Background: an optimization exercise with open tools, aiming at small area. Do not read the settings as production practice.
The RTL was checked by simulation tests, not by an equivalence proof against the original design.

cedar:
==> flow/design.v <==
`timescale 1ns / 1ps
module catTrap(Clk, Reset, Down_b, hCount, vCount, rgb, bright, Block_col, Block_row);
	input	Clk, Reset, Down_b;
	input [7:0] Block_col, Block_row;
	input [9:0] hCount, vCount;
	input bright;
	output reg [11:0] rgb;
	reg started;
	reg won;
	reg [2:0] cr, cc;
	reg [41:0] blk;
	reg [41:0] vis_r;
	wire [41:0] vis;
	function gtk(input [9:0] x, input [9:0] K);
		integer i;
		reg g;
		begin
			g = 1'b0;
			for (i = 0; i < 10; i = i + 1)
				g = K[i] ? (x[i] & g) : (x[i] | g);
			gtk = g;
		end
	endfunction
	function [7:0] dec1h(input [7:0] b);
		reg m_lo, m_hi, multi;
		begin
			m_lo = (b[0] & b[1]) | (b[2] & b[3]) | ((b[0] | b[1]) & (b[2] | b[3]));
			m_hi = (b[4] & b[5]) | (b[6] & b[7]) | ((b[4] | b[5]) & (b[6] | b[7]));
			multi = m_lo | m_hi | (|b[3:0] & |b[7:4]);
			dec1h[7:1] = b[6:0] & {7{~multi}};
			dec1h[0] = ~|b[6:0] | multi;
		end
	endfunction
	function is_vsq(input integer k);
		is_vsq = (k / 7 >= 1) && (k / 7 <= 4) && (k % 7 >= 1) && (k % 7 <= 5) && (((k / 7) + (k % 7)) % 2 == 1);
	endfunction
	assign crh[0] = cr[2] & cr[0];
	assign crh[1] = cr[1] & ~cr[0];
	assign crh[2] = cr[2] & ~cr[1];
	assign crh[3] = ~cr[2] & ~cr[0];
	assign crh[4] = cr[0] & ~cr[1];
	assign crh[5] = cr[1] & ~cr[2];
	wire [5:0] crh;
	wire [6:0] cch;
	genvar gr, gc;
	generate
		for (gc = 0; gc < 7; gc = gc + 1) begin : ccdec
			assign cch[gc] = (cc == gc);
		end
	endgenerate
	wire [7:0] rsel = dec1h(Block_row);
	wire [7:0] csel = dec1h(Block_col);
	wire bvalid = go & ~rsel[6] & ~rsel[7] & ~csel[7];
	wire [5:0] rs;
	wire [41:0] fr;       
	generate
		for (gr = 0; gr < 6; gr = gr + 1) begin : bsr
			for (gc = 0; gc < 7; gc = gc + 1) begin : bsc
				assign fr[gr*7+gc] = ~(blk[gr*7+gc] | (rs[gr] & csel[gc]));
			end
		end
	endgenerate
	reg [5:0] colv;
	reg [6:0] rowv;
	reg b_dn, b_up, b_rt, b_lt;    
	always @(*) begin : nbr
		integer r, c;
		for (r = 0; r < 6; r = r + 1) begin
			colv[r] = 1'b0;
			for (c = 1; c < 6; c = c + 1)
				colv[r] = colv[r] | (cch[c] & fr[r*7+c]);
		end
		for (c = 0; c < 7; c = c + 1) begin
			rowv[c] = 1'b0;
			for (r = 1; r < 5; r = r + 1)
				rowv[c] = rowv[c] | (crh[r] & fr[r*7+c]);
		end
		b_dn = 1'b0; b_up = 1'b0; b_rt = 1'b0; b_lt = 1'b0;
		for (r = 1; r < 5; r = r + 1) begin
			b_dn = b_dn | (crh[r] & colv[r+1]);
			b_up = b_up | (crh[r] & colv[r-1]);
		end
		for (c = 1; c < 6; c = c + 1) begin
			b_rt = b_rt | (cch[c] & rowv[c+1]);
			b_lt = b_lt | (cch[c] & rowv[c-1]);
		end
	end
	wire on_edge = crh[0] | crh[5] | cch[0] | cch[6];
	wire start = ~started;
	wire lost = started & on_edge;
	wire go = started & ~on_edge & ~won & Down_b;
	wire n_dn = ~b_dn;
	wire n_rt = ~b_rt;
	wire n_up = ~b_up;
	wire n_lt = ~b_lt;
	wire moved = go & ~(n_dn & n_rt & n_up & n_lt);
	wire mv_dn = ~n_dn;
	wire mv_rt = n_dn & ~n_rt;
	wire mv_up = n_dn & n_rt & ~n_up;
	wire mv_lt = n_dn & n_rt & n_up & ~n_lt;
	reg [2:0] ncr, ncc;
	always @(*) begin
		ncr = mv_dn ? {cr[1:0], ~cr[2]} : mv_up ? {~cr[0], cr[2:1]} : cr;
		case (cc)
			3'd1: ncc = mv_rt ? 3'd2 : mv_lt ? 3'd0 : 3'd1;
			3'd2: ncc = mv_rt ? 3'd3 : mv_lt ? 3'd1 : 3'd2;
			3'd3: ncc = mv_rt ? 3'd4 : mv_lt ? 3'd2 : 3'd3;
			3'd4: ncc = mv_rt ? 3'd5 : mv_lt ? 3'd3 : 3'd4;
			3'd5: ncc = mv_rt ? 3'd6 : mv_lt ? 3'd4 : 3'd5;
			default: ncc = cc;
		endcase
	end
	wire [5:0] rk, mk;
	wire [6:0] ck;
	generate
		for (gr = 0; gr < 6; gr = gr + 1) begin : rowsig
			assign rs[gr] = bvalid & rsel[gr];
			assign mk[gr] = (gr == 0 || gr == 5) ? 1'b0 : moved & crh[gr];
			assign rk[gr] = start | mk[gr];
		end
		for (gc = 0; gc < 7; gc = gc + 1) begin : colsig
			assign ck[gc] = (gc == 0 || gc == 6) ? start : start | cch[gc];
		end
		for (gr = 0; gr < 6; gr = gr + 1) begin : sqr
			for (gc = 0; gc < 7; gc = gc + 1) begin : sqc
				always @(posedge Clk)
					blk[gr*7+gc] <= ~(fr[gr*7+gc] | (rk[gr] & ck[gc]));
				if (is_vsq(gr*7+gc)) begin : v
					always @(posedge Clk)
						vis_r[gr*7+gc] <= (vis_r[gr*7+gc] & started) | (mk[gr] & cch[gc]);
					assign vis[gr*7+gc] = vis_r[gr*7+gc];
				end else begin : nv
					assign vis[gr*7+gc] = 1'b0;
				end
			end
		end
	endgenerate
	always @(posedge Clk, posedge Reset) begin
		if (Reset) begin
			started <= 1'b0;
			won <= 1'b0;
			cr <= 3'b000;
			cc <= 3'd3;
		end else begin
			if (Down_b) started <= 1'b1;
			if (go & ~moved) won <= 1'b1;
			if (moved) begin
				cr <= ncr;
				cc <= ncc;
			end
		end
	end
	wire h_frame = gtk(hCount, 10'd189) & ~gtk(hCount, 10'd550);
	wire v_frame = gtk(vCount, 10'd139) & ~gtk(vCount, 10'd450);
	wire in_sq = gtk(hCount, 10'd199) & gtk(vCount, 10'd149);
	wire [6:0] hgt;
	wire [5:0] vgt;
	assign hgt[0] = 1'b1;
	assign hgt[1] = gtk(hCount, 10'd250);
	assign hgt[2] = gtk(hCount, 10'd300);
	assign hgt[3] = gtk(hCount, 10'd350);
	assign hgt[4] = gtk(hCount, 10'd400);
	assign hgt[5] = gtk(hCount, 10'd450);
	assign hgt[6] = gtk(hCount, 10'd500);
	assign vgt[0] = 1'b0;
	assign vgt[1] = gtk(vCount, 10'd200);
	assign vgt[2] = gtk(vCount, 10'd250);
	assign vgt[3] = gtk(vCount, 10'd300);
	assign vgt[4] = gtk(vCount, 10'd350);
	assign vgt[5] = gtk(vCount, 10'd400);
	wire [6:0] pch = {hgt[6], hgt[5:0] & ~hgt[6:1]};
	wire [5:0] prh = {~vgt[1], vgt[1] & ~vgt[2], vgt[2] & ~vgt[3], vgt[3] & ~vgt[4], vgt[4] & ~vgt[5], vgt[5]};
	reg p_blk, p_vis;
	reg [6:0] pb_col, pv_col;
	always @(*) begin : dmux
		integer r, c;
		for (c = 0; c < 7; c = c + 1) begin
			pb_col[c] = 1'b0; pv_col[c] = 1'b0;
			for (r = 0; r < 6; r = r + 1) begin
				pb_col[c] = pb_col[c] | (prh[r] & blk[r*7+c]);
				pv_col[c] = pv_col[c] | (prh[r] & vis[r*7+c]);
			end
		end
		p_blk = 1'b0; p_vis = 1'b0;
		for (c = 0; c < 7; c = c + 1) begin
			p_blk = p_blk | (pch[c] & pb_col[c]);
			p_vis = p_vis | (pch[c] & pv_col[c]);
		end
	end
	wire p_odd = (prh[1] | prh[3] | prh[5]) ^ (pch[1] | pch[3] | pch[5]);
	wire p_cat = |(prh & crh) & |(pch & cch);
	always @(*) begin
		if (!bright)
			rgb = 12'h000;
		else if (h_frame && v_frame) begin
			if (!in_sq)
				rgb = 12'h07F;
			else if (p_blk & started)
				rgb = 12'h000;
			else if (p_cat)
				rgb = 12'hF80;
			else if (p_odd && !(p_vis & started))
				rgb = 12'hAAA;
			else
				rgb = 12'hFFF;
		end else if (start)
			rgb = 12'hF80;
		else if (lost)
			rgb = 12'hF00;
		else if (won)
			rgb = 12'h0F0;
		else
			rgb = 12'hAFF;
	end
endmodule
export LEC_CHECK = 0
export ABC_AREA = 1
export CAP_MARGIN = 20
export CORE_MARGIN = 2
export CORE_UTILIZATION = 40
export PLACE_DENSITY = 0.6
export SLEW_MARGIN = 20
create_clock -name core_clock -period 10.0 [get_ports {Clk}]
standard.sh (not shown) runs the stock make flow with config.mk's settings and CLKGATE_MAP_FILE= SYNTH_SCRIPT=/design/flow/synth_recipe.tcl, a recipe that flattens the netlist after the stock synthesis.
==> flow/flow/run.sh <==
#!/bin/bash
# The standard layout (standard.sh), with two changes:
#  - synthesis maps the logic with an area-oriented ABC script (flow/area.abc)
#    instead of ORFS's abc_area.script; everything else in the synthesis
#    script (synth_recipe.tcl) is unchanged, so the registers are the same;
#  - ports are buffered with sky130_fd_sc_hd__buf_1 cells.
set -euo pipefail
W=$(pwd)
export MY_ABC_SCRIPT=$W/flow/area.abc
{
  echo 'proc abc {args} {'
  echo '  set i [lsearch -exact $args -script]'
  echo '  if { $i >= 0 } { lset args [expr {$i + 1}] $::env(MY_ABC_SCRIPT) }'
  echo '  yosys abc {*}$args'
  echo '}'
  cat "$W/synth_recipe.tcl"
} > "$W/flow_synth.tcl"
bash "$W/standard.sh" SYNTH_SCRIPT="$W/flow_synth.tcl" \
  "BUFFER_PORTS_ARGS=-buffer_cell sky130_fd_sc_hd__buf_1" finish > "$W/standard.log" 2>&1
==> flow/flow/area.abc <==
&get -n
&st
&dch -f
&nf -R 1000 -p -C 32 -F 10 -A 10
&put
cedar: flow completed, timing, DRC and antenna clean
Edits applied to the flow inputs when going from cedar to nickel:
Settings: GPL_TIMING_DRIVEN newly set to 0.
==> flow/flow/run.sh <==
#!/bin/bash
# The standard layout (standard.sh), with these changes:
#  - synthesis maps the logic with an area-oriented ABC script (flow/area.abc)
#    instead of ORFS's abc_area.script; everything else in the synthesis
#    script (synth_recipe.tcl) is unchanged, so the registers are the same;
#  - ports, and the outputs that share a driver, are buffered with
#    sky130_fd_sc_hd__buf_1 cells;
#  - clock tree: clkbuf_4 buffers, larger sink clusters, no dummy loads.
set -euo pipefail
W=$(pwd)
export MY_ABC_SCRIPT=$W/flow/area.abc
{
  echo 'proc abc {args} {'
  echo '  set i [lsearch -exact $args -script]'
  echo '  if { $i >= 0 } { lset args [expr {$i + 1}] $::env(MY_ABC_SCRIPT) }'
  echo '  yosys abc {*}$args'
  echo '}'
  cat "$W/synth_recipe.tcl"
} > "$W/flow_synth.tcl"
bash "$W/standard.sh" SYNTH_SCRIPT="$W/flow_synth.tcl" \
  "BUFFER_PORTS_ARGS=-buffer_cell sky130_fd_sc_hd__buf_1" \
  "MIN_BUF_CELL_AND_PORTS=sky130_fd_sc_hd__buf_1 A X" \
  "CTS_ARGS=-sink_clustering_enable -repair_clock_nets -dont_use_dummy_load -buf_list sky130_fd_sc_hd__clkbuf_4 -sink_clustering_size 30 -sink_clustering_max_diameter 150" \
  finish > "$W/standard.log" 2>&1
==> comparison <==
Going from cedar to nickel, utilization of the core after routing down 1.6 points; initial cell density of the core down 0.22 points; routability congestion estimate up 0.062; largest vdd supply drop up about 3.5%. Pin count of the biggest net entering global routing came out exactly the same in nickel and cedar. cedar fits on a die that is larger than the die of nickel. Between cedar and nickel, routed wire length decreased.

re-timing with driven ports:
How much do the figures lean on ideal ports? The routed layouts below were timed once more, with nothing changed but the port constraints. Step 1 (the two cells are an assumption about what drives the block):
set clk [get_ports {Clk}]
set_driving_cell -lib_cell sky130_fd_sc_hd__clkbuf_16 $clk
set_driving_cell -lib_cell sky130_fd_sc_hd__buf_2 [delete_from_list [all_inputs] $clk]
Step 2, shift: input delay + t, output delay - t, t = (earliest + latest rising clock arrival at the registers) / 2. This alone moves slack from input paths to output paths. a / b / c = ideal ports / drivers / drivers and shift; a / b = the first two.
run | t, ns | setup WS [ns] | slew at the worst register clock pin (ns)
cedar | 0.383 | 2.452 / 2.427 / 2.427 | 0.08 / 0.08
nickel | 0.414 | 2.261 / 2.239 / 2.239 | 0.10 / 0.10
After both steps setup and hold are still met in every run listed. The setup slack of cedar, which loses most, moves by -0.025 ns with the drivers and by -0.025 ns with both steps.
